This is an optimization exercise on Yosys and OpenROAD, whose aim is a short achievable clock period and few clock cycles, not a production implementation.
Function was checked by simulation only, so behaviour that the tests miss may differ from the original.
No activity file was given, so power comes from the tool's default toggle rates.

==> design.v <==
`default_nettype none
module rv32_bus(
	input		i_ack,
	input		busy,		 
	input		k_cont,		 
	input		k_stb,		 
	input		k_stb_idle,	 
	input	[19:0]	pte,
	input	[11:0]	cont_lo,
	input	[3:0]	cont_we,
	input	[31:0]	nc_addr,
	input	[3:0]	nc_we,
	input	[31:0]	h_addr,
	input	[3:0]	h_we,
	output		o_stb,
	output	[31:0]	o_addr,
	output	[3:0]	o_we
);
wire sel_c = busy & i_ack & k_cont;
wire sel_h = busy & ~(i_ack & k_stb);
assign o_stb  = busy ? (i_ack & k_stb) : k_stb_idle;
assign o_addr = sel_c ? {pte, cont_lo} : sel_h ? h_addr : nc_addr;
assign o_we   = sel_c ? cont_we : sel_h ? h_we : nc_we;
endmodule
module rv32_add(
	input	[31:0]	a,
	input	[31:0]	b,
	output	[31:0]	s
);
assign s = a + b;
endmodule
module rv32_rfr(
	input	[991:0]	regs,
	input	[4:0]	idx,
	output	[31:0]	q
);
wire [1023:0] all = {regs, 32'd0};
assign q = all[32*idx +: 32];
endmodule
module rv32_brc(
	input	[31:0]	a,
	input	[31:0]	b,
	input	[2:0]	f3,
	output		y
);
wire eq, ltu, lt;
rv32_cmp CMP(.a(a), .b(b), .eq(eq), .ltu(ltu), .lt(lt));
assign y = (f3 == 3'd0) ? eq : (f3 == 3'd1) ? ~eq : (f3 == 3'd4) ? lt : (f3 == 3'd5) ? ~lt :
           (f3 == 3'd6) ? ltu : (f3 == 3'd7) ? ~ltu : 1'b0;
endmodule
module rv32_cmp(
	input	[31:0]	a,
	input	[31:0]	b,
	output		eq,
	output		ltu,
	output		lt
);
wire [7:0] ge, gl;	 
genvar i;
generate for (i = 0; i < 8; i = i + 1) begin : G
	wire [3:0] x = a[4*i +: 4], z = b[4*i +: 4];
	assign ge[i] = (x == z);
	assign gl[i] = (~x[3] & z[3]) | ((x[3] ~^ z[3]) & ((~x[2] & z[2]) | ((x[2] ~^ z[2]) & ((~x[1] & z[1]) | ((x[1] ~^ z[1]) & ~x[0] & z[0])))));
end endgenerate
wire l_hi = gl[7] | ge[7] & (gl[6] | ge[6] & (gl[5] | ge[5] & gl[4]));
wire e_hi = &ge[7:4];
wire l_lo = gl[3] | ge[3] & (gl[2] | ge[2] & (gl[1] | ge[1] & gl[0]));
wire e_lo = &ge[3:0];
assign eq  = e_hi & e_lo;
assign ltu = l_hi | e_hi & l_lo;
assign lt  = (a[31] ^ b[31]) ? a[31] : ltu;
endmodule
module rv32_alu(
	input	[31:0]	a,
	input	[31:0]	b,
	input	[2:0]	f3,
	input		sub,
	input		arith,
	output	[31:0]	y
);
wire [31:0] plus = a + b;
wire [31:0] minus = a - b;
wire c_eq, c_ltu, c_lt;
rv32_cmp CMP(.a(a), .b(b), .eq(c_eq), .ltu(c_ltu), .lt(c_lt));
wire rsi = arith & a[31];
wire [63:0] srw = {{32{rsi}}, a} >> b[4:0];
wire [31:0] sr = srw[31:0];
wire [31:0] sl = a << b[4:0];
assign y = (f3 == 3'd0) ? (sub ? minus : plus) :
           (f3 == 3'd1) ? sl :
           (f3 == 3'd2) ? {31'd0, c_lt} :
           (f3 == 3'd3) ? {31'd0, c_ltu} :
           (f3 == 3'd4) ? a ^ b :
           (f3 == 3'd5) ? sr :
           (f3 == 3'd6) ? a | b : a & b;
endmodule
module rv32_tlbl(
	input	[19:0]	hi,
	input	[7:0]	v,
	input	[159:0]	vpn,
	input	[159:0]	vpp,
	input	[159:0]	vpm,
	input	[159:0]	ppn,
	output		h0,
	output		hp,
	output		hm,
	output	[19:0]	q0,
	output	[19:0]	qp,
	output	[19:0]	qm
);
wire [7:0] e0, ep, em;
genvar i;
generate for (i = 0; i < 8; i = i + 1) begin : E
	assign e0[i] = v[i] & (hi == vpn[20*i +: 20]);
	assign ep[i] = v[i] & (hi == vpm[20*i +: 20]);
	assign em[i] = v[i] & (hi == vpp[20*i +: 20]);
end endgenerate
function [19:0] sel8(input [7:0] h, input [159:0] p);
	integer k;
	begin
		sel8 = 20'd0;
		for (k = 0; k < 8; k = k + 1)
			sel8 = sel8 | ({20{h[k]}} & p[20*k +: 20]);
	end
endfunction
assign q0 = sel8(e0, ppn);
assign qp = sel8(ep, ppn);
assign qm = sel8(em, ppn);
assign h0 = |e0;
assign hp = |ep;
assign hm = |em;
endmodule
`default_nettype none
module rv32(
	input     		i_rst,
	input	 		i_clk,
	output [31:0]	o_addr,
	output [31:0]	o_dat_w,
	output 	[3:0]   o_we,
	input  [31:0]   i_dat_r,
	output	 		o_stb,
	output [1:0]	o_led,
	input      		i_ack,
	input      		i_mtip,
	input      		i_msip,
	input      		i_meip,
	input			i_seip
);
parameter RESET_ADDR       = 32'h00001000;
reg [1:0] privileged_mode;		 
assign o_led = privileged_mode;
reg        ir_v;
reg [31:0] ir;
reg [31:0] ir_pc;
reg [31:0] op1, op2;		 
reg [31:0] x_dva;		 
reg [31:0] x_tgt;		 
reg        x_taken;		 
reg [31:0] x_alub;		 
reg        x_mem, x_amo;	 
reg        x_isadd;		 
reg [31:0] x_taddr;		 
reg [31:0] nf_addr;		 
reg        x_bthit;		 
reg        bt_v;
reg [31:0] bt_tag, bt_tag4;
reg [31:0] bt_addr4;		 
reg [31:0] bt_word;
reg [19:0] bt_ppn;
reg        bt_fill;		 
reg [3:0]  swm_q;		 
reg        x_started;		 
reg        d_wr;		 
reg        nb_v;
reg [31:0] nb;
reg [31:0] nb_pc;
reg [31:0] nb_op1, nb_op2;
reg        busy;		 
reg        b_fetch;		 
reg        b_kill;		 
reg [1:0]  b_ph;		 
reg        b_wr;
reg [31:0] h_addr;
reg [3:0]  h_we;
reg        f_act;		 
reg        f_paused;		 
reg [1:0]  f_nph;
reg [19:0] pte_sv;
reg [31:0] f_va;
reg [31:0] nf_va;		 
reg        nf_ok;		 
reg [19:0] nf_ppn;
reg [19:0] f_ppn;		 
reg [19:0] ir_ppn, nb_ppn;	 
reg        x_tsame;		 
reg        th0, thp, thm;
reg [19:0] tq0, tqp, tqm;
reg        tsel0, tselp;
reg        tfill;		 
reg [19:0] tfill_ppn;
wire d_hit = tfill | (tsel0 ? th0 : tselp ? thp : thm);
wire [19:0] d_ppn = tfill ? tfill_ppn : tsel0 ? tq0 : tselp ? tqp : tqm;
reg  [7:0] t_v;
reg [19:0] t_vpn[0:7];
reg [19:0] t_vpp[0:7];		 
reg [19:0] t_vpm[0:7];		 
reg [19:0] t_ppn[0:7];
reg  [2:0] t_rr;
reg [31:0] amo_q;
reg [31:0] r_reg[31:1];
wire [7:0] instr_funct3 = 8'b00000001 << ir[14:12];
wire [31:0] instr_Uimm={    ir[31],   ir[30:12], {12{1'b0}}};
wire [31:0] instr_Iimm={{21{ir[31]}}, ir[30:20]};
wire [4:0] opc = ir[6:2];
wire instr_Load    =  (opc == 5'b00000);
wire instr_ALUimm  =  (opc == 5'b00100);
wire instr_AUIPC   =  (opc == 5'b00101);
wire instr_Store   =  (opc == 5'b01000);
wire instr_ALUreg  =  (opc == 5'b01100);
wire instr_LUI     =  (opc == 5'b01101);
wire instr_Branch  =  (opc == 5'b11000);
wire instr_JALR    =  (opc == 5'b11001);
wire instr_JAL     =  (opc == 5'b11011);
wire instr_SYSTEM  =  (opc == 5'b11100);
wire instr_Amoswap =  (opc == 5'b01011);
wire instr_Mem     =  instr_Load | instr_Store | instr_Amoswap;
wire [4:0] instr_rd  = ir[11:7];
wire [4:0] instr_rs2 = ir[24:20];
wire instr_ALU = instr_ALUimm | instr_ALUreg;
wire [31:0] alu_In1 = op1;
wire [31:0] alu_In2 = x_alub;
wire [31:0] alu_Out;
wire [31:0] x_sum;		 
rv32_add ADD_X(.a(op1), .b(x_alub), .s(x_sum));
rv32_alu ALU(.a(alu_In1), .b(alu_In2), .f3(ir[14:12]), .sub(ir[30] & ir[5]), .arith(ir[30]), .y(alu_Out));
function [15:0] ctl(input ack, input busy, input b_fetch, input b_kill, input b_last,
	input f_act, input f_paused, input nb_v, input ir_v, input mem, input x_started,
	input amo, input d_wr, input redirect, input d_rdy);
	reg ackb, free, ack_f, fin_fetch, cont_f, ack_d, fin_data, cont_d, sel_d, x_go, x_mem_done,
	    x_done, ir_free, data_new, f_cont, f_pause, cont, arr, nb_to_ir, arr_ir, arr_nb, nb_next,
	    f_busy_after, f_resume, f_new, stb, nbv;
	begin
		ackb      = ack & busy;
		free      = ~busy | ack;
		ack_f     = ackb & b_fetch & ~b_kill;
		fin_fetch = ack_f & b_last;
		cont_f    = ack_f & ~b_last;
		ack_d     = ackb & ~b_fetch;
		fin_data  = ack_d & b_last;
		cont_d    = ack_d & ~b_last;
		sel_d     = ir_v & mem & d_rdy & (~x_started | (amo & ~d_wr));
		x_go      = ir_v & ~mem;
		x_mem_done = fin_data & ~(amo & ~d_wr);
		x_done    = x_go | x_mem_done;
		ir_free   = ~ir_v | x_done;
		data_new  = free & sel_d & ~cont_d;
		f_cont    = cont_f & ~data_new & ~redirect;
		f_pause   = cont_f & data_new;
		cont      = cont_d | f_cont;
		arr       = fin_fetch & ~redirect;
		nbv       = nb_v & ~redirect;	 
		nb_to_ir  = nbv & ir_free;
		arr_ir    = arr & ir_free & ~nbv;
		arr_nb    = fin_fetch & ~(ir_free & ~nbv);
		nb_next   = (nbv & ~ir_free) | arr_nb;
		f_busy_after = f_act & ~fin_fetch & ~redirect;
		f_resume  = free & f_act & f_paused & ~data_new & ~cont_d & ~redirect;
		f_new     = free & ~data_new & ~cont_d & ~f_busy_after & ~nb_next;
		stb       = cont | data_new | f_resume | f_new;
		ctl = {stb, cont, cont_d, f_cont, f_pause, data_new, f_resume, f_new,
		       fin_fetch, fin_data, x_mem_done, x_done, ir_free, nb_to_ir, arr_ir, arr_nb};
	end
endfunction
wire redirect = ir_v & ~x_mem & x_taken;	 
wire bthit = redirect & x_bthit;	 
wire [31:0] x_rtgt = x_bthit ? bt_tag4 : x_tgt;
wire x_go     = ir_v & ~x_mem;		 
wire cA_stb, cA_cont, cA_cont_d, cA_f_cont, cA_f_pause, cA_data_new, cA_f_resume, cA_f_new,
     cA_fin_fetch, cA_fin_data, cA_x_mem_done, cA_x_done, cA_ir_free, cA_nb_to_ir, cA_arr_ir, cA_arr_nb;
wire cI_stb, cI_cont, cI_cont_d, cI_f_cont, cI_f_pause, cI_data_new, cI_f_resume, cI_f_new,
     cI_fin_fetch, cI_fin_data, cI_x_mem_done, cI_x_done, cI_ir_free, cI_nb_to_ir, cI_arr_ir, cI_arr_nb;
wire b_last = (b_ph == 2'd3);
assign {cA_stb, cA_cont, cA_cont_d, cA_f_cont, cA_f_pause, cA_data_new, cA_f_resume, cA_f_new,
        cA_fin_fetch, cA_fin_data, cA_x_mem_done, cA_x_done, cA_ir_free, cA_nb_to_ir, cA_arr_ir, cA_arr_nb} =
	ctl(1'b1, 1'b1, b_fetch, b_kill, b_last, f_act, f_paused, nb_v, ir_v, x_mem, x_started,
	    x_amo, d_wr, redirect, d_rdy);
assign {cI_stb, cI_cont, cI_cont_d, cI_f_cont, cI_f_pause, cI_data_new, cI_f_resume, cI_f_new,
        cI_fin_fetch, cI_fin_data, cI_x_mem_done, cI_x_done, cI_ir_free, cI_nb_to_ir, cI_arr_ir, cI_arr_nb} =
	ctl(1'b0, 1'b0, b_fetch, b_kill, b_last, f_act, f_paused, nb_v, ir_v, x_mem, x_started,
	    x_amo, d_wr, redirect, d_rdy);
wire ackc = busy & i_ack;		 
wire idle = ~busy;
wire c_stb        = ackc ? cA_stb        : idle & cI_stb;
wire c_cont       = ackc & cA_cont;
wire c_cont_d     = ackc & cA_cont_d;
wire c_f_cont     = ackc & cA_f_cont;
wire c_f_pause    = ackc & cA_f_pause;
wire c_data_new   = ackc ? cA_data_new   : idle & cI_data_new;
wire c_f_resume   = ackc ? cA_f_resume   : idle & cI_f_resume;
wire c_f_new      = ackc ? cA_f_new      : idle & cI_f_new;
wire fin_fetch    = ackc & cA_fin_fetch;
wire fin_data     = ackc & cA_fin_data;
wire x_mem_done   = ackc & cA_x_mem_done;
wire x_done       = ackc ? cA_x_done     : x_go;
wire ir_free      = ackc ? cA_ir_free    : (~ir_v | x_go);
wire nb_to_ir     = nb_v & ~redirect & ir_free;
wire arr_ir       = ackc & cA_arr_ir;
wire arr_nb       = ackc & cA_arr_nb;
wire amo_rd_done  = fin_data & instr_Amoswap & ~d_wr;
wire x_mem_start  = c_data_new & ~x_started;
wire load_store_byteAccess     = ir[13:12] == 2'b00;
wire load_store_halfwordAccess = ir[13:12] == 2'b01;
wire [15:0] load_halfword = x_dva[1] ? i_dat_r[31:16] : i_dat_r[15:0];
wire  [7:0] load_byte     = x_dva[0] ? load_halfword[15:8] : load_halfword[7:0];
wire load_sign = !ir[14] & (load_store_byteAccess ? load_byte[7] : load_halfword[15]);
wire [31:0] load_data     = load_store_byteAccess ? {{24{load_sign}},     load_byte} :
                            load_store_halfwordAccess ? {{16{load_sign}}, load_halfword} :  i_dat_r;
wire [31:0] pc_plus4 = ir_pc + 4;
wire [11:0] instr_csr = ir[31:20];
wire instr_ECALL = instr_SYSTEM & instr_funct3[0] & (ir[31:20]==12'h000) & x_go;
wire instr_MRET  = instr_SYSTEM & instr_funct3[0] & (ir[31:20]==12'h302) & x_go;
wire instr_SRET  = instr_SYSTEM & instr_funct3[0] & (ir[31:20]==12'h102) & x_go;
wire instr_CSRW  = instr_SYSTEM & (ir[14:12] != 0) & x_go;
wire exception_csr = instr_CSRW & |(instr_csr[9:8] & ~privileged_mode);
wire csr_write = instr_CSRW & ~exception_csr;
wire [31:0] CSR_read;
wire [31:0] CSR_modifier = ir[14] ? {27'd0, ir[19:15]} : op1;
wire [31:0] CSR_write = (ir[13:12] == 2'b10) ? CSR_modifier | CSR_read  :
                        (ir[13:12] == 2'b11) ? ~CSR_modifier & CSR_read :
                                               CSR_modifier ;
wire instr_Jump = x_taken;
wire [31:0] csr_stvec, csr_mepc, csr_sepc, csr_mtvec;
wire [31:0] PC_new   =   instr_ECALL ? csr_stvec :
						 instr_JALR ? {x_sum[31:1],1'b0} :
                         instr_Jump ? x_tgt :
                         instr_MRET ? csr_mepc :
                         instr_SRET ? csr_sepc :
                         pc_plus4;
wire [31:0] writeBackData  =
      (instr_SYSTEM                ? CSR_read    : 32'b0) |
      (instr_LUI                   ? instr_Uimm  : 32'b0) |
      (instr_ALU                   ? alu_Out     : 32'b0) |
      (instr_AUIPC                 ? x_tgt       : 32'b0) |
      (instr_JALR | instr_JAL      ? pc_plus4    : 32'b0) ;
wire wb_x   = x_go & ~instr_Branch & (instr_rd != 5'd0);
wire amo_w  = instr_Amoswap & d_wr;
wire d_wen  = amo_w ? (instr_rs2 != 5'd0) : ((instr_Load | instr_Amoswap) & (instr_rd != 5'd0));
wire       w_en  = wb_x | (fin_data & d_wen);
wire [4:0] w_idx = amo_w ? instr_rs2 : instr_rd;
wire [31:0] w_dat = wb_x ? writeBackData : amo_w ? amo_q : load_data;
always @(posedge i_clk)
	if (w_en) r_reg[w_idx] <= w_dat;
always @(posedge i_clk)
	if (amo_rd_done) amo_q <= load_data;
wire sel_satp = (instr_csr == 12'h180);
wire [31:0] csr_mip, csr_mie, csr_mideleg, csr_sip, csr_sie, csr_satp;
reg r_mie, r_sie;
wire interrupt_m = x_done & (|(csr_mip & csr_mie & ~csr_mideleg)) & (~privileged_mode[1] | (privileged_mode[1]&r_mie));
wire interrupt_s = x_done & (|(csr_sip & csr_sie )) & (~privileged_mode[0] | (~privileged_mode[1]&privileged_mode[0]&r_sie));
wire cur_pg = csr_satp[31] & ~privileged_mode[1];
wire x_hit = (x_dva[11:2] == pc_plus4[11:2]) | cur_pg & ((x_dva[11:2] == pc_plus4[21:12]) | (x_dva[11:2] == pc_plus4[31:22]));
wire lr_now = interrupt_m | interrupt_s |
              instr_ECALL | instr_MRET | instr_SRET | (x_go & instr_JALR) | (csr_write & sel_satp & ~privileged_mode[1]) | instr_SFENCE_VMA |
              (x_mem_done & d_wr & x_hit);
wire [31:0] lr_target = interrupt_m ? csr_mtvec : interrupt_s ? csr_stvec : PC_new;
wire d_rdy   = 1'b1;
wire sel_d   = ir_v & x_mem & (~x_started | (x_amo & ~d_wr));
wire sel_res = ~sel_d & f_act & f_paused;
wire sel_r   = ~sel_d & ~sel_res & redirect;
wire sel_n   = ~sel_d & ~sel_res & ~redirect;
wire nc_dir  = sel_d ? d_hit : sel_r ? x_tsame : nf_ok;	 
wire [31:0] d_addr = ~cur_pg ? x_dva : d_hit ? {d_ppn, x_dva[11:0]} : {csr_satp[19:0], x_dva[31:22], 2'b00};
wire [31:0] a_res  = {pte_sv, (f_nph == 2'd2) ? {f_va[21:12], 2'b00} : f_va[11:0]};
wire [31:0] nc_addr = sel_d ? d_addr : sel_res ? a_res : sel_r ? (x_bthit ? bt_addr4 : x_taddr) : nf_addr;
wire d_wr_now = instr_Store | (instr_Amoswap & x_started);
wire [3:0] nc_we = (sel_d & d_wr_now & (~cur_pg | d_hit)) ? swm_q : 4'd0;
wire [1:0] nc_ph = sel_res ? f_nph : (cur_pg & ~nc_dir) ? 2'd1 : 2'd3;
wire [31:0] cont_va = b_fetch ? f_va : x_dva;
wire [11:0] cont_lo = (b_ph == 2'd1) ? {cont_va[21:12], 2'b00} : cont_va[11:0];
wire [3:0]  cont_we = (b_ph == 2'd2 & b_wr) ? swm_q : 4'd0;
rv32_bus BUS(.i_ack(i_ack), .busy(busy), .k_cont(cA_cont), .k_stb(cA_stb), .k_stb_idle(cI_stb),
	.pte(i_dat_r[29:10]), .cont_lo(cont_lo), .cont_we(cont_we), .nc_addr(nc_addr), .nc_we(nc_we),
	.h_addr(h_addr), .h_we(h_we), .o_stb(o_stb), .o_addr(o_addr), .o_we(o_we));
assign o_dat_w[ 7: 0] = op2[7:0];
assign o_dat_w[15: 8] = x_dva[0] ? op2[7:0]  : op2[15: 8];
assign o_dat_w[23:16] = x_dva[1] ? op2[7:0]  : op2[23:16];
assign o_dat_w[31:24] = x_dva[0] ? op2[7:0]  :
                        x_dva[1] ? op2[15:8] : op2[31:24];
always @(posedge i_clk)
	if (i_rst) begin
		busy <= 0;
		b_kill <= 0;
	end else if (c_stb) begin
		busy    <= 1;
		b_fetch <= ~(c_cont_d | c_data_new);
		b_ph    <= c_cont ? b_ph + 2'd1 : nc_ph;
		b_wr    <= c_cont ? b_wr : (c_data_new & d_wr_now);
		b_kill  <= ~(c_cont_d | c_data_new) & lr_now;
		h_addr  <= o_addr;
		h_we    <= o_we;
	end else begin
		if (ackc) busy <= 0;
		b_kill <= b_kill | lr_now | redirect;
	end
wire c_fetch_iss = c_stb & ~(c_cont_d | c_data_new);
wire [1:0] c_ph  = c_cont ? b_ph + 2'd1 : nc_ph;
wire [31:0] new_va = redirect ? x_rtgt : nf_va;
wire [31:0] fva_iss = c_f_new ? new_va : f_va;
wire lr_ok = x_go & instr_JALR & ~interrupt_m & ~interrupt_s & (x_sum[31:12] == ir_pc[31:12]);
wire [31:0] nf_va_n = i_rst ? RESET_ADDR : lr_now ? lr_target : c_f_new ? new_va + 4 : redirect ? x_rtgt : nf_va;
wire        nf_ok_n = i_rst ? 1'b0 : lr_now ? lr_ok : (c_fetch_iss & (c_ph == 2'd3)) ? (fva_iss[11:2] != 10'h3ff) :
                      c_f_new ? 1'b0 : redirect ? x_tsame : nf_ok;
wire [19:0] nf_ppn_n = lr_now ? ir_ppn : (c_fetch_iss & (c_ph == 2'd3)) ? o_addr[31:12] : redirect ? ir_ppn : nf_ppn;
wire pg_n = satp_n[31] & ~priv_n[1];
always @(posedge i_clk)
	nf_addr <= ~pg_n ? nf_va_n : nf_ok_n ? {nf_ppn_n, nf_va_n[11:0]} : {satp_n[19:0], nf_va_n[31:22], 2'b00};
always @(posedge i_clk)
	if (i_rst) begin
		f_act <= 0;
		f_paused <= 0;
		nf_va <= RESET_ADDR;
		nf_ok <= 0;
	end else if (lr_now) begin
		f_act <= 0;
		f_paused <= 0;
		nf_va <= lr_target;
		nf_ok <= lr_ok;
		nf_ppn <= ir_ppn;
	end else begin
		if (c_f_new) begin
			f_act <= 1;
			f_paused <= 0;
			f_va <= new_va;
			nf_va <= new_va + 4;
		end else if (redirect) begin
			f_act <= 0;
			f_paused <= 0;
			nf_va <= x_rtgt;
		end else if (fin_fetch) begin
			f_act <= 0;
		end else if (c_f_pause) begin
			f_paused <= 1;
			f_nph <= b_ph + 2'd1;
			pte_sv <= i_dat_r[29:10];
		end else if (c_f_resume) begin
			f_paused <= 0;
		end
		if (c_fetch_iss & (c_ph == 2'd3)) begin
			f_ppn  <= o_addr[31:12];
			nf_ppn <= o_addr[31:12];
			nf_ok  <= (fva_iss[11:2] != 10'h3ff);
		end else if (c_f_new) begin
			nf_ok  <= 0;
		end else if (redirect) begin
			nf_ok  <= x_tsame;
			nf_ppn <= ir_ppn;
		end
	end
wire [7:0] t_inv;
genvar gi;
generate for (gi = 0; gi < 8; gi = gi + 1) begin : TLB
	assign t_inv[gi]  = (x_dva[11:2] == t_vpn[gi][19:10]) | (x_dva[11:2] == t_vpn[gi][9:0]);
end endgenerate
wire c_wr_iss = c_stb & (c_cont_d | c_data_new) & (c_ph == 2'd3) & (c_cont ? b_wr : d_wr_now);
wire t_fill = c_cont_d & (b_ph == 2'd2);
wire t_fill_ok = ~(c_wr_iss & ((x_dva[11:2] == x_dva[31:22]) | (x_dva[11:2] == x_dva[21:12])));
wire instr_SFENCE_VMA = instr_SYSTEM & instr_funct3[0] & (ir[31:25]==7'h09) & x_go;
always @(posedge i_clk)
	if (i_rst | (csr_write & sel_satp) | instr_SFENCE_VMA) begin
		t_v <= 0;
	end else begin
		if (c_wr_iss) t_v <= t_v & ~t_inv;
		if (t_fill) begin
			t_v[t_rr]   <= t_fill_ok;
			t_vpn[t_rr] <= x_dva[31:12];
			t_vpp[t_rr] <= x_dva[31:12] + 20'd1;
			t_vpm[t_rr] <= x_dva[31:12] - 20'd1;
			t_ppn[t_rr] <= i_dat_r[29:10];
			t_rr <= t_rr + 3'd1;
		end
	end
always @(posedge i_clk) begin
	if (ir_load) begin
		th0 <= in_h0; thp <= in_hp; thm <= in_hm;
		tq0 <= in_q0; tqp <= in_qp; tqm <= in_qm;
		tsel0 <= in_d0; tselp <= in_dp;
		tfill <= 1'b0;
	end
	if (t_fill) begin
		tfill <= 1'b1;
		tfill_ppn <= i_dat_r[29:10];
	end
end
wire in_jal = (inw[6:2] == 5'b11011) & (inw[11:7] != 5'd0);
wire btw_needd  = (bt_word[6:2] == 5'b00000) | (bt_word[6:2] == 5'b01000) | (bt_word[6:2] == 5'b01011);
wire btw_branch = (bt_word[6:2] == 5'b11000);
wire bt_haz = in_jal & ((btw_needd | btw_branch) & (bt_word[19:15] == inw[11:7]) |
                        btw_branch & (bt_word[24:20] == inw[11:7]));
wire bt_inval = c_wr_iss & ((x_dva[11:2] == bt_tag[11:2]) | (x_dva[11:2] == bt_tag[21:12]) | (x_dva[11:2] == bt_tag[31:22]));
wire bt_take  = bt_fill & fin_fetch & ~redirect & (f_va[11:2] != 10'h3ff);
wire bt_change = bt_inval | bt_take | lr_now;
always @(posedge i_clk)
	if (i_rst | lr_now) begin
		bt_v <= 0;
		bt_fill <= 0;
	end else begin
		if (redirect & ~x_bthit) bt_fill <= 1;
		else if (fin_fetch) bt_fill <= 0;
		if (bt_take) begin
			bt_v    <= 1;
			bt_tag  <= f_va;
			bt_tag4 <= nf_va;
			bt_word <= i_dat_r;
			bt_ppn  <= f_ppn;
			bt_addr4 <= cur_pg ? {f_ppn, nf_va[11:0]} : nf_va;
		end else if (bt_inval) bt_v <= 0;
	end
wire [4:0] rs1_in = i_dat_r[19:15];
wire [4:0] rs2_in = i_dat_r[24:20];
wire [991:0] rf_flat;
generate for (gi = 1; gi < 32; gi = gi + 1) begin : RF
	assign rf_flat[32*gi-32 +: 32] = r_reg[gi];
end endgenerate
wire [31:0] rf1, rf2;
rv32_rfr RF1(.regs(rf_flat), .idx(rs1_in), .q(rf1));
rv32_rfr RF2(.regs(rf_flat), .idx(rs2_in), .q(rf2));
wire [31:0] rd1 = (rs1_in == 5'd0) ? 32'd0 : (wb_x & (instr_rd == rs1_in)) ? writeBackData : rf1;
wire [31:0] rd2 = (rs2_in == 5'd0) ? 32'd0 : (wb_x & (instr_rd == rs2_in)) ? writeBackData : rf2;
wire [31:0] nb_op1_s = (w_en & (w_idx == nb[19:15])) ? w_dat : nb_op1;
wire [31:0] nb_op2_s = (w_en & (w_idx == nb[24:20])) ? w_dat : nb_op2;
wire [31:0] bt_rf1, bt_rf2;
rv32_rfr RF3(.regs(rf_flat), .idx(bt_word[19:15]), .q(bt_rf1));
rv32_rfr RF4(.regs(rf_flat), .idx(bt_word[24:20]), .q(bt_rf2));
wire [31:0] bt_rd1 = (wb_x & (instr_rd == bt_word[19:15]) & (bt_word[19:15] != 5'd0)) ? writeBackData : bt_rf1;
wire [31:0] bt_rd2 = (wb_x & (instr_rd == bt_word[24:20]) & (bt_word[24:20] != 5'd0)) ? writeBackData : bt_rf2;
wire [31:0] inw = bthit ? bt_word : nb_v ? nb : i_dat_r;
wire [31:0] inpc = bthit ? bt_tag : nb_v ? nb_pc : f_va;
wire [31:0] in1 = bthit ? bt_rd1 : nb_v ? nb_op1_s : rd1;	 
wire [31:0] in2 = bthit ? bt_rd2 : nb_v ? nb_op2_s : rd2;
wire [31:0] in1_d = bthit ? bt_rf1 : nb_v ? nb_op1 : rf1;	 
wire [31:0] in2_d = bthit ? bt_rf2 : nb_v ? nb_op2 : rf2;
wire [31:0] inw_I = {{21{inw[31]}}, inw[30:20]};
wire [31:0] inw_S = {{21{inw[31]}}, inw[30:25], inw[11:7]};
wire [31:0] inw_B = {{20{inw[31]}}, inw[7], inw[30:25], inw[11:8], 1'b0};
wire [31:0] inw_J = {{12{inw[31]}}, inw[19:12], inw[20], inw[30:21], 1'b0};
wire [31:0] inw_U = {inw[31:12], 12'd0};
wire inw_store = (inw[6:2] == 5'b01000);
wire inw_amo   = (inw[6:2] == 5'b01011);
wire [31:0] inw_immA = inw_store ? inw_S : inw_amo ? 32'd0 : inw_I;
wire [31:0] inw_immT = inw[3] ? inw_J : inw[4] ? inw_U : inw_B;
wire [31:0] in_tgt;
wire [31:0] arr_I = {{21{i_dat_r[31]}}, i_dat_r[30:20]};
wire [31:0] arr_S = {{21{i_dat_r[31]}}, i_dat_r[30:25], i_dat_r[11:7]};
wire [31:0] arr_immA = (i_dat_r[6:2] == 5'b01000) ? arr_S : (i_dat_r[6:2] == 5'b01011) ? 32'd0 : arr_I;
wire [31:0] nb_I = {{21{nb[31]}}, nb[30:20]};
wire [31:0] nb_S = {{21{nb[31]}}, nb[30:25], nb[11:7]};
wire [31:0] nb_immA = (nb[6:2] == 5'b01000) ? nb_S : (nb[6:2] == 5'b01011) ? 32'd0 : nb_I;
wire [31:0] arr_dva, nb_dva;
rv32_add ADD_DA(.a(rf1), .b(arr_immA), .s(arr_dva));
rv32_add ADD_DN(.a(nb_op1), .b(nb_immA), .s(nb_dva));
wire [31:0] bt_I = {{21{bt_word[31]}}, bt_word[30:20]};
wire [31:0] bt_S = {{21{bt_word[31]}}, bt_word[30:25], bt_word[11:7]};
wire [31:0] bt_immA = (bt_word[6:2] == 5'b01000) ? bt_S : (bt_word[6:2] == 5'b01011) ? 32'd0 : bt_I;
wire [31:0] bt_dva;
rv32_add ADD_DB(.a(bt_rf1), .b(bt_immA), .s(bt_dva));
wire [31:0] in_dva = bthit ? bt_dva : nb_v ? nb_dva : arr_dva;
wire in_c12 = in_dva[12] ^ in1_d[12] ^ inw_immA[12];	 
rv32_add ADD_T(.a(inpc), .b(inw_immT), .s(in_tgt));
wire in_tsame = (in_tgt[31:12] == inpc[31:12]);
wire [19:0] inppn = bthit ? bt_ppn : nb_v ? nb_ppn : f_ppn;
wire [7:0]  in_f3 = 8'b00000001 << inw[14:12];
wire in_pred;
wire x_addw = wb_x & x_isadd;
wire [31:0] in1_b = (x_addw & (instr_rd == inw[19:15])) ? x_sum : in1_d;
wire [31:0] in2_b = (x_addw & (instr_rd == inw[24:20])) ? x_sum : in2_d;
rv32_brc BRC(.a(in1_b), .b(in2_b), .f3(inw[14:12]), .y(in_pred));
wire in_taken = (inw[6:2] == 5'b11011) | ((inw[6:2] == 5'b11000) & in_pred);
wire in_d0 = (in_c12 == inw_immA[11]);
wire in_dp = in_c12 & ~inw_immA[11];
wire in_dm = ~in_c12 & inw_immA[11];
wire [159:0] t_vpn_f, t_vpp_f, t_vpm_f, t_ppn_f;
generate for (gi = 0; gi < 8; gi = gi + 1) begin : TLBF
	assign t_vpn_f[20*gi +: 20] = t_vpn[gi];
	assign t_vpp_f[20*gi +: 20] = t_vpp[gi];
	assign t_vpm_f[20*gi +: 20] = t_vpm[gi];
	assign t_ppn_f[20*gi +: 20] = t_ppn[gi];
end endgenerate
wire in_h0, in_hp, in_hm;
wire [19:0] in_q0, in_qp, in_qm;
rv32_tlbl TLBL(.hi(in1_d[31:12]), .v(t_v), .vpn(t_vpn_f), .vpp(t_vpp_f), .vpm(t_vpm_f), .ppn(t_ppn_f),
	.h0(in_h0), .hp(in_hp), .hm(in_hm), .q0(in_q0), .qp(in_qp), .qm(in_qm));
wire in_byte = inw[13:12] == 2'b00;
wire in_half = inw[13:12] == 2'b01;
wire [3:0] in_wmask = in_byte ?
							(in_dva[1] ? (in_dva[0] ? 4'b1000 : 4'b0100) :
							             (in_dva[0] ? 4'b0010 : 4'b0001)) :
						in_half ?
							(in_dva[1] ? 4'b1100 : 4'b0011) :
							4'b1111;
wire inw_branch = (inw[6:2] == 5'b11000);
wire inw_needd  = (inw[6:2] == 5'b00000) | inw_store | inw_amo;
wire in_haz = inw_needd & w_en & (w_idx == inw[19:15]) |
              inw_branch & w_en & ~x_addw & ((w_idx == inw[19:15]) | (w_idx == inw[24:20]));
wire ir_load  = bthit | (nb_to_ir | arr_ir) & ~in_haz;
wire nb_take  = nb_to_ir & ~in_haz;
wire arr_to_nb = arr_nb | (arr_ir & in_haz);
wire inw_alureg = (inw[6:2] == 5'b01100);
always @(posedge i_clk)
	if (i_rst | lr_now) begin
		ir_v <= 0;
		nb_v <= 0;
		x_started <= 0;
	end else begin
		if (c_data_new) x_started <= 1;
		if (ir_free) begin
			x_started <= 0;
			ir_v <= ir_load;
		end
		if (ir_load) begin
			ir    <= inw;
			ir_pc <= inpc;
			op1   <= in1;
			op2   <= in2;
			x_alub <= inw_alureg ? in2 : inw_I;
			x_mem <= (inw[6:2] == 5'b00000) | inw_store | inw_amo;
			x_amo <= inw_amo;
			x_isadd <= ((inw[6:2] == 5'b00100) | inw_alureg) & (inw[14:12] == 3'd0) & ~(inw[30] & inw[5]);
			x_dva <= in_dva;
			x_tgt <= in_tgt;
			x_taken <= in_taken;
			x_tsame <= in_tsame;
			x_taddr <= ~cur_pg ? in_tgt : in_tsame ? {inppn, in_tgt[11:0]} : {csr_satp[19:0], in_tgt[31:22], 2'b00};
			x_bthit <= bt_v & (in_tgt == bt_tag) & ~bt_haz & ~bt_change;
			ir_ppn <= inppn;
			swm_q <= in_wmask;
			d_wr  <= inw_store;
		end else if (c_data_new & x_amo & x_started)
			d_wr  <= 1;
		if (nb_take | redirect) nb_v <= 0;
		if (arr_to_nb) begin
			nb_v   <= 1;
			nb     <= i_dat_r;
			nb_pc  <= f_va;
			nb_ppn <= f_ppn;
			nb_op1 <= rd1;
			nb_op2 <= rd2;
		end else if (nb_v) begin
			nb_op1 <= nb_op1_s;
			nb_op2 <= nb_op2_s;
		end
	end
wire [1:0] priv_n =
	i_rst ? 2'b11 :
	interrupt_m ? 2'b11 :
	interrupt_s ? 2'b01 :
	instr_ECALL ? 2'b01 :
	instr_MRET ? r_mpp :
	(instr_SRET & ~privileged_mode[1]) ? {1'b0,r_spp} : privileged_mode;
always @(posedge i_clk)
	privileged_mode <= priv_n;
always @(posedge i_clk)
	if (i_rst) r_sie <= 0;
	else if (interrupt_m) r_sie <= r_sie;
	else if (interrupt_s) r_sie <= 0;
	else if (csr_write & sel_mstatus) r_sie <= CSR_write[1];
	else if (csr_write & sel_sstatus) r_sie <= CSR_write[1];
always @(posedge i_clk)
	if (i_rst) r_mie <= 0;
	else if (interrupt_m) r_mie <= 0;
	else if (interrupt_s) r_mie <= r_mie;
	else if (csr_write & sel_mstatus) r_mie <= CSR_write[3];
reg r_spie;
always @(posedge i_clk)
	if (i_rst) r_spie <= 0;
	else if (interrupt_m) r_spie <= r_spie;
	else if (interrupt_s) r_spie <= r_sie;
reg r_mpie;
always @(posedge i_clk)
	if (i_rst) r_mpie <= 0;
	else if (interrupt_m) r_mpie <= r_mie;
	else if (interrupt_s) r_mpie <= r_mpie;
	else if (csr_write & sel_mstatus) r_mpie <= CSR_write[7];
reg r_spp;
always @(posedge i_clk)
	if (i_rst) r_spp <= 0;
	else if (interrupt_m) r_spp <= r_spp;
	else if (interrupt_s) r_spp <= privileged_mode[0];
	else if (csr_write & sel_mstatus) r_spp <= CSR_write[8];
	else if (csr_write & sel_sstatus) r_spp <= CSR_write[8];
reg [1:0] r_mpp;
always @(posedge i_clk)
	if (i_rst) r_mpp <= 0;
	else if (interrupt_m) r_mpp <= privileged_mode;
	else if (interrupt_s) r_mpp <= r_mpp;
	else if (instr_MRET) r_mpp <= 0;
	else if (csr_write & sel_mstatus) r_mpp <= CSR_write[12:11];
wire sel_mstatus = (instr_csr == 12'h300);
wire [31:0] csr_mstatus={19'd0,r_mpp,2'b00,r_spp,r_mpie,1'b0,r_spie,1'b0,r_mie,1'b0,r_sie,1'b0};
wire [31:0] csr_sstatus={19'd0,2'b00,2'b00,r_spp,1'b0,1'b0,r_spie,1'b0,1'b0,1'b0,r_sie,1'b0};
wire sel_sstatus = (instr_csr == 12'h100);
reg  [31:0] r_medeleg;
wire sel_medeleg = (instr_csr == 12'h302);
always @(posedge i_clk)
	if (i_rst) r_medeleg <= 0;
	else if (csr_write & sel_medeleg) r_medeleg <= CSR_write[31:0];
reg  [31:0] r_mideleg;
wire sel_mideleg = (instr_csr == 12'h303);
always @(posedge i_clk)
	if (i_rst) r_mideleg <= 0;
	else if (csr_write & sel_mideleg) r_mideleg <= CSR_write[31:0] & 32'b00000000000000000000_0010_0010_0010;
assign csr_mideleg = r_mideleg;
reg [31:0] r_mie_csr;
wire sel_mie = (instr_csr == 12'h304);
wire sel_sie = (instr_csr == 12'h104);
always @(posedge i_clk)
	if (i_rst) r_mie_csr <= 0;
	else if (csr_write & sel_mie) r_mie_csr <= CSR_write;
	else if (csr_write & sel_sie) r_mie_csr <= (r_mie_csr & ~csr_mideleg) | (CSR_write & csr_mideleg);
assign csr_mie = r_mie_csr;
assign csr_sie = csr_mie & csr_mideleg;
reg r_ssip;
reg r_stip;
reg r_seip;
wire sel_mip = (instr_csr == 12'h344);
wire sel_sip = (instr_csr == 12'h144);
assign csr_mip = {20'd0,i_meip,1'b0,r_seip|i_seip,1'b0,i_mtip,1'b0,r_stip,1'b0,i_msip,1'b0,r_ssip,1'b0};
always @(posedge i_clk)
	if (i_rst) r_ssip <= 0;
	else if (csr_write & sel_mip) r_ssip <= CSR_write[1];
	else if (csr_write & sel_sip & csr_mideleg[1]) r_ssip <= CSR_write[1];
always @(posedge i_clk)
	if (i_rst) r_stip <= 0;
	else if (csr_write & sel_mip) r_stip <= CSR_write[5];
always @(posedge i_clk)
	if (i_rst) r_seip <= 0;
	else if (csr_write & sel_mip) r_seip <= CSR_write[9];
assign csr_sip = csr_mip & csr_mideleg;
reg  [31:0] r_mtvec;
wire sel_mtvec   = (instr_csr == 12'h305);
always @(posedge i_clk)
	if (i_rst) r_mtvec <= 0;
	else if (csr_write & sel_mtvec) r_mtvec <= CSR_write[31:0];
assign csr_mtvec = r_mtvec;
reg  [31:0] r_stvec;
wire sel_stvec   = (instr_csr == 12'h105);
always @(posedge i_clk)
	if (i_rst) r_stvec <= 0;
	else if (csr_write & sel_stvec) r_stvec <= CSR_write[31:0];
assign csr_stvec = r_stvec;
reg  [31:0] csr_mscratch;
wire sel_mscratch= (instr_csr == 12'h340);
always @(posedge i_clk)
	if (i_rst) csr_mscratch <= 0;
	else if (csr_write & sel_mscratch) csr_mscratch <= CSR_write[31:0];
reg  [31:0] csr_sscratch;
wire sel_sscratch= (instr_csr == 12'h140);
always @(posedge i_clk)
	if (i_rst) csr_sscratch <= 0;
	else if (csr_write & sel_sscratch) csr_sscratch <= CSR_write[31:0];
reg  [31:0] r_mepc;
wire sel_mepc    = (instr_csr == 12'h341);
always @(posedge i_clk)
	if (i_rst) r_mepc <= 0;
	else if (interrupt_m) r_mepc <= PC_new;
	else if (interrupt_s) r_mepc <= r_mepc;
	else if (csr_write & sel_mepc) r_mepc <= CSR_write[31:0];
assign csr_mepc = r_mepc;
reg  [31:0] r_sepc;
wire sel_sepc    = (instr_csr == 12'h141);
always @(posedge i_clk)
	if (i_rst) r_sepc <= 0;
	else if (interrupt_m) r_sepc <= r_sepc;
	else if (interrupt_s) r_sepc <= PC_new;
	else if (instr_ECALL) r_sepc <= ir_pc;
	else if (csr_write & sel_sepc) r_sepc <= CSR_write[31:0];
assign csr_sepc = r_sepc;
reg  [31:0] csr_mcause;
wire sel_mcause  = (instr_csr == 12'h342);
always @(posedge i_clk)
	if (i_rst) csr_mcause <= 0;
	else if (interrupt_m) csr_mcause <= csr_mip[7]? {1'b1,31'd7}: csr_mip[11]? {1'b1,31'd11}:csr_mip[9]?{1'b1,31'd9}:32'd42;
reg  [31:0] csr_scause;
wire sel_scause  = (instr_csr == 12'h142);
always @(posedge i_clk)
	if (i_rst) csr_scause <= 0;
	else if (interrupt_m) csr_scause <= csr_scause;
	else if (interrupt_s) csr_scause <= csr_mip[1]? {1'b1,31'd1}: csr_mip[9]?{1'b1,31'd9}:32'd41;
	else if (instr_ECALL) csr_scause <= 32'd8;
reg  [31:0] csr_mtval;
wire sel_mtval   = (instr_csr == 12'h343);
always @(posedge i_clk)
	if (i_rst) csr_mtval <= 0;
	else if (csr_write & sel_mtval) csr_mtval <= CSR_write[31:0];
reg  [31:0] csr_stval;
wire sel_stval   = (instr_csr == 12'h143);
always @(posedge i_clk)
	if (i_rst) csr_stval <= 0;
	else if (csr_write & sel_stval) csr_stval <= CSR_write[31:0];
reg  [31:0] r_satp;
wire [31:0] satp_n = i_rst ? 32'd0 : (csr_write & sel_satp) ? CSR_write[31:0] : r_satp;
always @(posedge i_clk)
	r_satp <= satp_n;
assign csr_satp = r_satp;
reg  [63:0] csr_cycles;
wire sel_cycles  = (instr_csr == 12'hC00);
wire sel_cyclesh = (instr_csr == 12'hC80);
always @(posedge i_clk)
	if(i_rst) csr_cycles <= 0;
	else csr_cycles <= csr_cycles + 1;
assign CSR_read =
     (sel_sstatus ? csr_sstatus         : 32'b0) |
     (sel_sie     ? csr_sie             : 32'b0) |
     (sel_stvec   ? csr_stvec           : 32'b0) |
     (sel_sscratch? csr_sscratch        : 32'b0) |
     (sel_sepc    ? csr_sepc            : 32'b0) |
     (sel_scause  ? csr_scause          : 32'b0) |
     (sel_stval   ? csr_stval           : 32'b0) |
     (sel_sip     ? csr_sip             : 32'b0) |
     (sel_satp    ? csr_satp            : 32'b0) |
     (sel_mstatus ? csr_mstatus         : 32'b0) |
     (sel_medeleg ? r_medeleg           : 32'b0) |
     (sel_mideleg ? csr_mideleg         : 32'b0) |
     (sel_mie     ? csr_mie             : 32'b0) |
     (sel_mtvec   ? csr_mtvec           : 32'b0) |
     (sel_mscratch? csr_mscratch        : 32'b0) |
     (sel_mepc    ? csr_mepc            : 32'b0) |
     (sel_mcause  ? csr_mcause          : 32'b0) |
     (sel_mtval   ? csr_mtval           : 32'b0) |
     (sel_mip     ? csr_mip             : 32'b0) |
     (sel_cycles  ? csr_cycles[31:0]    : 32'b0) |
     (sel_cyclesh ? csr_cycles[63:32]   : 32'b0) ;
endmodule
==> run.sh <==
#!/bin/bash
# synth_recipe.tcl (not shown) runs the flow's synth.tcl, then flattens the netlist and writes it again
# the make line also repeats each setting of config.mk as NAME=value (left out here)
make -C /OpenROAD-flow-scripts/flow DESIGN_CONFIG=/design/flow/config.mk WORK_HOME=/design/flow/orfs CLKGATE_MAP_FILE= SYNTH_SCRIPT=/design/flow/synth_recipe.tcl finish
==> config.mk <==
export PLATFORM = sky130hd
export DESIGN_NAME = rv32
export DESIGN_NICKNAME = rv32
export VERILOG_FILES = /design/flow/design.v
export SDC_FILE = /design/flow/constraint.sdc
export NUM_CORES = 4
export LEC_CHECK = 0
export CAP_MARGIN = 20
export CORE_MARGIN = 2
export CORE_UTILIZATION = 40
export SETUP_SLACK_MARGIN = 5
export SLEW_MARGIN = 20
export SYNTH_HIERARCHICAL = 1
export TNS_END_PERCENT = 100
==> constraint.sdc <==
create_clock -name core_clock -period 11.0 [get_ports {i_clk}]
set_input_delay 2.2000 -clock core_clock [delete_from_list [all_inputs] [get_ports {i_clk}]]
set_output_delay 2.2000 -clock core_clock [all_outputs]
set_load 0.01 [all_outputs]
==> parameters.txt, run 1 <==
Parameter                              Value

Run status
  Outcome    complete, no violations

Layout
  Area of combinational cells with multiple inputs    101000 um^2
  Leading cell type in the layout, fill and taps excluded    sky130_fd_sc_hd__edfxtp_1
  Commonest non-fill, non-tap cells in the layout    2443 x sky130_fd_sc_hd__edfxtp_1, 1354 x sky130_fd_sc_hd__nor2_1, 976 x sky130_fd_sc_hd__nand2_1
  Register area    83800 um^2
  Share of layout cells above drive strength 1    21.8%
  Nets@finish    17367
  Fill count    42407
  Max reg flops    992
  Area growth from synthesis to layout    17.2%

Routing
  Routed length per instance    39.8 um
  Ratio of routed vias to standard cells    6.98
  DRC    0
  DRT Pass-1 Iters    17
  Routed Antenna Nets    0
  Initial drt markers    27926
  Post-Route WL    939000 um
  Vias    164790

GRT
  Met3 Resource Use GR    13.8%
  Met2 capacity usage during global routing    54.1%
  Largest net degree at the start of global routing    173
  Global routing met1 resource utilization    47.2%
  Antenna violations before repair    87
  Global route hottest layer    met2
  Remaining Overflow, GRT    0
  GRT Resource Usage Total    37.7%
  Global-route wire length before repair    1250000 um
  Vias in the first global route    151068

Floorplanning
  Horizontal extent of the die    688 um
  Die Y-Extent    688 um
  DIE AREA    474000 um^2
  Starting density of the core    40.1%
  # IOs    110
  Number of placement rows    251
  Core box area    467000 um^2

STA
  Transition time of the tightest slew-check pin    1310 ps
  Setup violation total in the final timing report    0
  Share of the clock period used by the worst path    58.1%
  Post-Route Skew    158 ps
  Final setup margin    4610 ps
  Unrepaired setup endpoints after global routing    true
  Setup TNS Final    0 ps
  Final Max Slew Viols    0
  Crit path time final    6390 ps
  Worst relative slew slack    12.6%
  Hold Fails Final Rpt    0
  Max Clock Freq    156 MHz

Synth
  Number of nets in the synthesized netlist    17152
  Yosys warning total    8
  Post-Synthesis Cells    16795
  Summed instance area of the synthesized netlist    187000 um^2
  Average size of a mapped cell    11.1 um^2

CTS
  Clock Path Buffers    4
  TritonCTS Buffers    348
  Clock latency at the later pin of the worst-skew pair    1110 ps
  TritonCTS clock tree    built
  Clk root buf    sky130_fd_sc_hd__clkbuf_16
  Clock-pin slew on the worst setup and hold paths    60 ps
  CTS H-tree lvls    5
  Clock sink count    2966

Placed design
  Port buffer count    109
  Placement Setup Slack    2020 ps
  Detailed placement HPWL    599000 um
  GPL Wtd Cong    1.03

Power
  Static leakage    74.9 nW
  P per Cell Area    137 nW/um^2
  Peak VDD IR    0.000126 V

Worst setup path
  Critical Path Fanout Max    32
  Maximum single-stage delay on the critical path    780 ps
  Critical Path Start Type    register
  CP dominant cell by count    sky130_fd_sc_hd__buf_6
  Worst endpoint required time    11770 ps
  Critical Path, Cell by Cell    buf_6 -> buf_6 -> nor2b_4 -> buf_6 -> a22o_1 -> a211oi_1 -> o31ai_1 -> o21ai_0 -> o21ai_1 -> ha_1 -> o21ai_0 -> a22oi_1 -> a211oi_2 -> o211ai_2 -> a21oi_1 -> a41oi_2 -> xor2_1 -> mux2i_1 -> o21ai_2 -> a21oi_2 -> nor4_2
  Crit. End Element    register
  Slowest CP cell    sky130_fd_sc_hd__edfxtp_1
  Critical setup path kind    reg -> reg
  Arr. time, crit path    7160 ps

Flow run
  Max-cap violation count    0

Min path
  Class of the tightest hold or removal check    reg -> reg
[cell type report]
| type | count | share of cell area [%] |
|---|---|---|
| Sequential cell | 2966 | 38.2 |
| Clock inverter | 190 | 0.985 |
| Tap cell | 6198 | 3.54 |
| Antenna cell | 100 | 0.114 |
| Multi-Input combinational cell | 12103 | 46.1 |
| Timing Repair Buffer | 1293 | 6.25 |
| Inverter | 295 | 0.517 |
| Clock buffer | 448 | 4.29 |
| Timing Repair inverter | 3 | 0.00799 |
[per-stage QoR]
stage	power, mW	cell area [um^2]	utilization (%)	instances	hold WS [ps]
floorplan	15.3	187000	-	16795	408
global placement	17.2	197000	42.2	22377	411
detailed placement	17.2	197000	42.2	22383	415
CTS	29.5	216000	46.2	23305	405
global route	30.4	219000	47.0	23512	420
finish	30.0	219000	47.0	23596	408
[worst max-delay path: cells and delay by family (launching register included)]
kind	cells	cell delay (ps)
AO/OA/AOI/OAI	13	2980
AND/OR/NAND/NOR	2	280
multiplexers	1	200
buffers and inverters	3	1360
flip-flops	1	780
adder cells (fa/ha/maj)	1	310
XOR/XNOR	1	160
[power by group]
part	switching [mW]	internal (mW)	total (mW)
sequential	0.185	12.5	12.6
combinational	3.43	1.80	5.22
clock	5.20	6.90	12.1
total	8.81	21.2	30.0
[path summary, 6_finish.rpt]
check	slack (ps)	cells past startpoint	start	to
worst max-delay path	4610	21	bt_word[21]	x_taken
worst min-delay path	410	0	nf_va[1]	bt_addr4[1]
worst max register to register	4610	21	bt_word[21]	x_taken
worst min register to register	410	0	nf_va[1]	bt_addr4[1]
[layer usage]
layer / wire length, um / vias up
met3: 139000 / 3352
met5: 533 / -
li1: - / 65699
met2: 387000 / 13963
met1: 332000 / 81744
met4: 81200 / 32
[repair_timing]
action                     in CTS  in global routing
pin swaps                     161                199
gates cloned                   67                 26
setup endpoints to repair    1546                827
hold buffers                    0                  0
buffers inserted              217                159
gates resized for setup       866                405
hold endpoints to repair        0                  0
Testbench counts, summed over its fixed seeds: cycles 75,832.
==> run 2: changes to the inputs <==
--- a/config.mk
+++ b/config.mk
@@ -10,5 +10,4 @@
 export CORE_UTILIZATION = 40
 export SETUP_SLACK_MARGIN = 5
 export SLEW_MARGIN = 20
-export SYNTH_HIERARCHICAL = 1
 export TNS_END_PERCENT = 100
==> parameters.txt, run 2 <==
Parameter                              Value

Run status
  Outcome    complete, no violations (unchanged)

STA
  WHS    429 ps (was 408 ps)
  Unrepaired setup endpoints after global routing    true (unchanged)
  Final Max Slew Viols    0 (unchanged)
  Setup TNS Final    0 ps (unchanged)
  Transition time of the tightest slew-check pin    1340 ps (was 1310 ps)
  Hold Fails Final Rpt    0 (unchanged)
  Share of the clock period used by the worst path    59.1% (was 58.1%)
  Worst relative slew slack    8.27% (was 12.6%)
  Post-Route Skew    86.3 ps (was 158 ps)
  Crit path time final    6500 ps (was 6390 ps)
  Setup violation total in the final timing report    0 (unchanged)
  Max Clock Freq    154 MHz (was 156 MHz)

Synth
  Summed instance area of the synthesized netlist    180000 um^2 (was 187000 um^2)
  Unique masters post-synth    110
  Number of nets in the synthesized netlist    16089 (was 17152)
  Commonest register cell after synthesis    sky130_fd_sc_hd__edfxtp_1
  Number of flops mapped to enable cells by yosys    2442
  Post-Synthesis Cells    15765 (was 16795)
  Most area-hungry cell type in the Yosys netlist    sky130_fd_sc_hd__edfxtp_1
  Cell with the most instances after synthesis    sky130_fd_sc_hd__edfxtp_1
  Proportion of synthesized chip area in sequential cells    46.5%
  Dominant cells by area after synthesis    sky130_fd_sc_hd__edfxtp_1 41%, sky130_fd_sc_hd__mux4_2 13%, sky130_fd_sc_hd__dfxtp_1 5.8%, sky130_fd_sc_hd__mux2i_1 4.6%, sky130_fd_sc_hd__nand2_1 3.4%
  #FFs+latches synth    2965
  Synth top cells by count    2442 x sky130_fd_sc_hd__edfxtp_1, 1619 x sky130_fd_sc_hd__nand2_1, 1145 x sky130_fd_sc_hd__nor2_1, 1058 x sky130_fd_sc_hd__a21oi_1, 1053 x sky130_fd_sc_hd__mux4_2
  Yosys top cell area share    40.7%
  Yosys warning total    2 (was 8)
  Average size of a mapped cell    11.4 um^2 (was 11.1 um^2)
  Fraction of registers with async set or reset after synthesis    0%

Worst setup path
  Slowest CP cell    sky130_fd_sc_hd__nand2b_1 (was sky130_fd_sc_hd__edfxtp_1)
  Critical Path Fanout Max    26 (was 32)
  Worst endpoint required time    11730 ps (was 11770 ps)
  Critical Path, Cell by Cell    buf_6 -> buf_16 -> buf_6 -> nand2b_1 -> a2bb2oi_1 -> o2111ai_1 -> a22oi_2 -> mux2_2 -> xor2_1 -> a2111oi_4 -> nand3_1 -> and4bb_1 -> xnor2_1 -> o211ai_1 -> o22ai_1 (was buf_6 -> buf_6 -> nor2b_4 -> buf_6 -> a22o_1 -> a211oi_1 -> o31ai_1 -> o21ai_0 -> o21ai_1 -> ha_1 -> o21ai_0 -> a22oi_1 -> a211oi_2 -> o211ai_2 -> a21oi_1 -> a41oi_2 -> xor2_1 -> mux2i_1 -> o21ai_2 -> a21oi_2 -> nor4_2)
  CP dominant cell by count    sky130_fd_sc_hd__buf_6 (unchanged)
  Number of cells on the worst reg-to-reg path    13 (was 21)
  Kind of cell adding the most delay to the critical path    compound AO/OA/AOI/OAI gates (unchanged)
  Critical Path Start Type    primary input (was register)
  Critical setup path kind    in -> reg (was reg -> reg)
  Arr. time, crit path    7230 ps (was 7160 ps)
  Maximum single-stage delay on the critical path    640 ps (was 780 ps)
  Buf/Inv on CP    3 (unchanged)
  Endpoint of the worst register-to-register path    op1[12] (was x_taken)
  Crit. End Element    register (unchanged)
  Source of the worst register-to-register timing path    ir[25] (was bt_word[21])
  Worst-case register-to-register setup slack    4550 ps (was 4610 ps)

Min path
  Class of the tightest hold or removal check    reg -> reg (unchanged)
  Cell count of the worst hold path    0 (unchanged)
  Min-delay src    nf_va[1] (unchanged)
  Min-Delay Endpoint    bt_tag4[1] (was bt_addr4[1])

Placed design
  Count of placed standard cells including taps    21210 (was 22383)
  Port buffer count    109 (unchanged)
  Detailed placement HPWL    566000 um (was 599000 um)
  Area post-placement    190000 um^2 (was 197000 um^2)
  GPL Wtd Cong    1.06 (was 1.03)

Routing
  Routed length per instance    39.1 um (was 39.8 um)
  DRT Pass-1 Iters    9 (was 17)
  Ratio of routed vias to standard cells    6.89 (was 6.98)
  Vias    154493 (was 164790)
  Initial drt markers    27195 (was 27926)
  Routed Antenna Nets    0 (unchanged)
  DRC    0 (unchanged)
  Post-Route WL    876000 um (was 939000 um)

GRT
  Global-route wire length before repair    1170000 um (was 1250000 um)
  Largest net degree at the start of global routing    137 (was 173)
  Remaining Overflow, GRT    0 (unchanged)
  Vias in the first global route    141163 (was 151068)
  Antenna violations before repair    107 (was 87)
  GRT Resource Usage Total    36.8% (was 37.7%)

CTS
  Clk root buf    sky130_fd_sc_hd__clkbuf_16 (unchanged)
  Clock latency at the later pin of the worst-skew pair    1020 ps (was 1110 ps)
  TritonCTS Buffers    333 (was 348)
  Clock sink count    2965 (was 2966)
  TritonCTS clock tree    built (unchanged)
  Number of buffers inserted for hold repair after clock tree synthesis    0 (unchanged)
  Clock-pin slew on the worst setup and hold paths    60 ps (about the same)
  CTS H-tree lvls    5 (unchanged)
  Clock Path Buffers    4 (unchanged)

Power
  Peak VDD IR    0.000144 V (was 0.000126 V)
  Static leakage    73.0 nW (was 74.9 nW)
  Design Power    28.9 mW (was 30.0 mW)
  P per Cell Area    136 nW/um^2 (was 137 nW/um^2)

Floorplanning
  Die Y-Extent    675 um (was 688 um)
  # IOs    110 (unchanged)
  DIE AREA    456000 um^2 (was 474000 um^2)
  Core box area    449000 um^2 (was 467000 um^2)
  Horizontal extent of the die    675 um (was 688 um)
  Starting density of the core    40.2% (was 40.1%)
  Number of placement rows    246 (was 251)

Layout
  Area growth from synthesis to layout    17.8% (was 17.2%)
  Area of all placed cells without fillers    212000 um^2 (was 219000 um^2)
  Max reg flops    992 (unchanged)
  Commonest non-fill, non-tap cells in the layout    2442 x sky130_fd_sc_hd__edfxtp_1, 1600 x sky130_fd_sc_hd__nand2_1, 1078 x sky130_fd_sc_hd__nor2_1 (was 2443 x sky130_fd_sc_hd__edfxtp_1, 1354 x sky130_fd_sc_hd__nor2_1, 976 x sky130_fd_sc_hd__nand2_1)
  Leading cell type in the layout, fill and taps excluded    sky130_fd_sc_hd__edfxtp_1 (unchanged)
  Share of layout cells above drive strength 1    22.4% (was 21.8%)
  Cell Count, Final, Fillers Out    22425 (was 23596)
  Nets@finish    16436 (was 17367)

Flow run
  Max-cap violation count    0 (unchanged)
==> run 2: area by class of cell <==
type	count	area, um^2
inverters	335	1300
flip-flops and latches	2965	83800
repair buffers	1253	14000
repair inverters	2	12.5
clock inverters	184	2050
multi-input cells	11222	94500
clock buffers	426	9030
fillers	40257	236000
well taps	5952	7450
diodes	86	215
==> run 2: worst max-delay path by stage <==
stage,startpoint,to,slack (ps),cells past startpoint
floorplan,i_seip,ir[10],2160,15
global placement,i_dat_r[15],x_dva[31],1990,21
detailed placement,i_dat_r[15],x_dva[31],1940,21
CTS,x_taken,o_addr[25],4650,11
global route,i_dat_r[15],x_dva[29],4560,20
finish,i_dat_r[24],x_taken,4500,15
==> run 2: where the power goes <==
group	internal [mW]	leakage, nW	total (mW)	switching, mW
Combinational	1.65	41.3	4.70	3.05
Sequential	12.4	26.4	12.5	0.144
Clock	6.62	5.36	11.7	5.06
Total	20.7	73.0	28.9	8.24
==> run 2: cell families after synthesis <==
kind of cell / count (synthesis) / synth area share (%)
AOI/OAI and AO/OA: 3632 / 13.1
xor gates and xnor gates: 1147 / 5.66
adders and majority gates: 285 / 2.00
buffers and inverters: 1584 / 3.81
DFF: 2965 / 46.5
muxes: 2025 / 18.7
and+or+nand+nor: 4127 / 10.3
==> run 2: metal layers <==
metal | track usage [%] | up-vias | share of wire, %
met4 | 28.4 | 54 | 9.4
met3 | 14.2 | 3487 | 15
met5 | 0.149 | - | 0.042
li1 | - | 61323 | -
met2 | 51.6 | 13465 | 41
met1 | 45.4 | 76164 | 34
==> run 2: through the flow <==
step	util [%]	setup WS, ps
2_1_floorplan	-	2160
3_3_place_gp	42.3	1990
3_5_place_dp	42.3	1940
4_1_cts	46.3	4650
5_1_grt	47.3	4560
6_report	47.3	4500
==> run 2: repair_timing <==
| item | 4_1_cts | 5_1_grt |
|---|---|---|
| resized for setup | 806 | 522 |
| setup endpoints to repair | 1052 | 494 |
| gates cloned | 66 | 34 |
| buffers inserted | 215 | 203 |
| pin swaps | 107 | 164 |

-- static timing again, ports no longer ideal --
How much do the figures lean on ideal ports? The routed layouts below were timed once more, with nothing changed but the port constraints.
Step 1: set_driving_cell puts a clkbuf_16 on i_clk and a buf_2 on each other input, an assumption about the parent block.
Step 2 adds t to the input delays and takes it off the output delays; t is the mean of the earliest and latest rising clock arrival at the registers after step 1. Input paths then give back, and output paths get back, about the clock's delay inside the block.
a / b / c = no drivers / after step 1 / after step 2; a / b = the first two.
| run | t (ns) | setup WS [ns] | hold WS [ns] | latest minus earliest clock arrival (ns) |
|---|---|---|---|---|
| run 1 | 1.150 | 4.608 / 4.229 / 3.079 | 0.408 / 0.408 / 0.408 | 0.159 / 0.159 |
| run 2 | 1.102 | 4.501 / 4.005 / 2.904 | 0.429 / 0.429 / 0.429 | 0.088 / 0.087 |
After both steps every run listed still meets setup and hold. The setup slack of run 2, which loses most, moves by -0.496 ns with the drivers and by -1.597 ns with both steps.
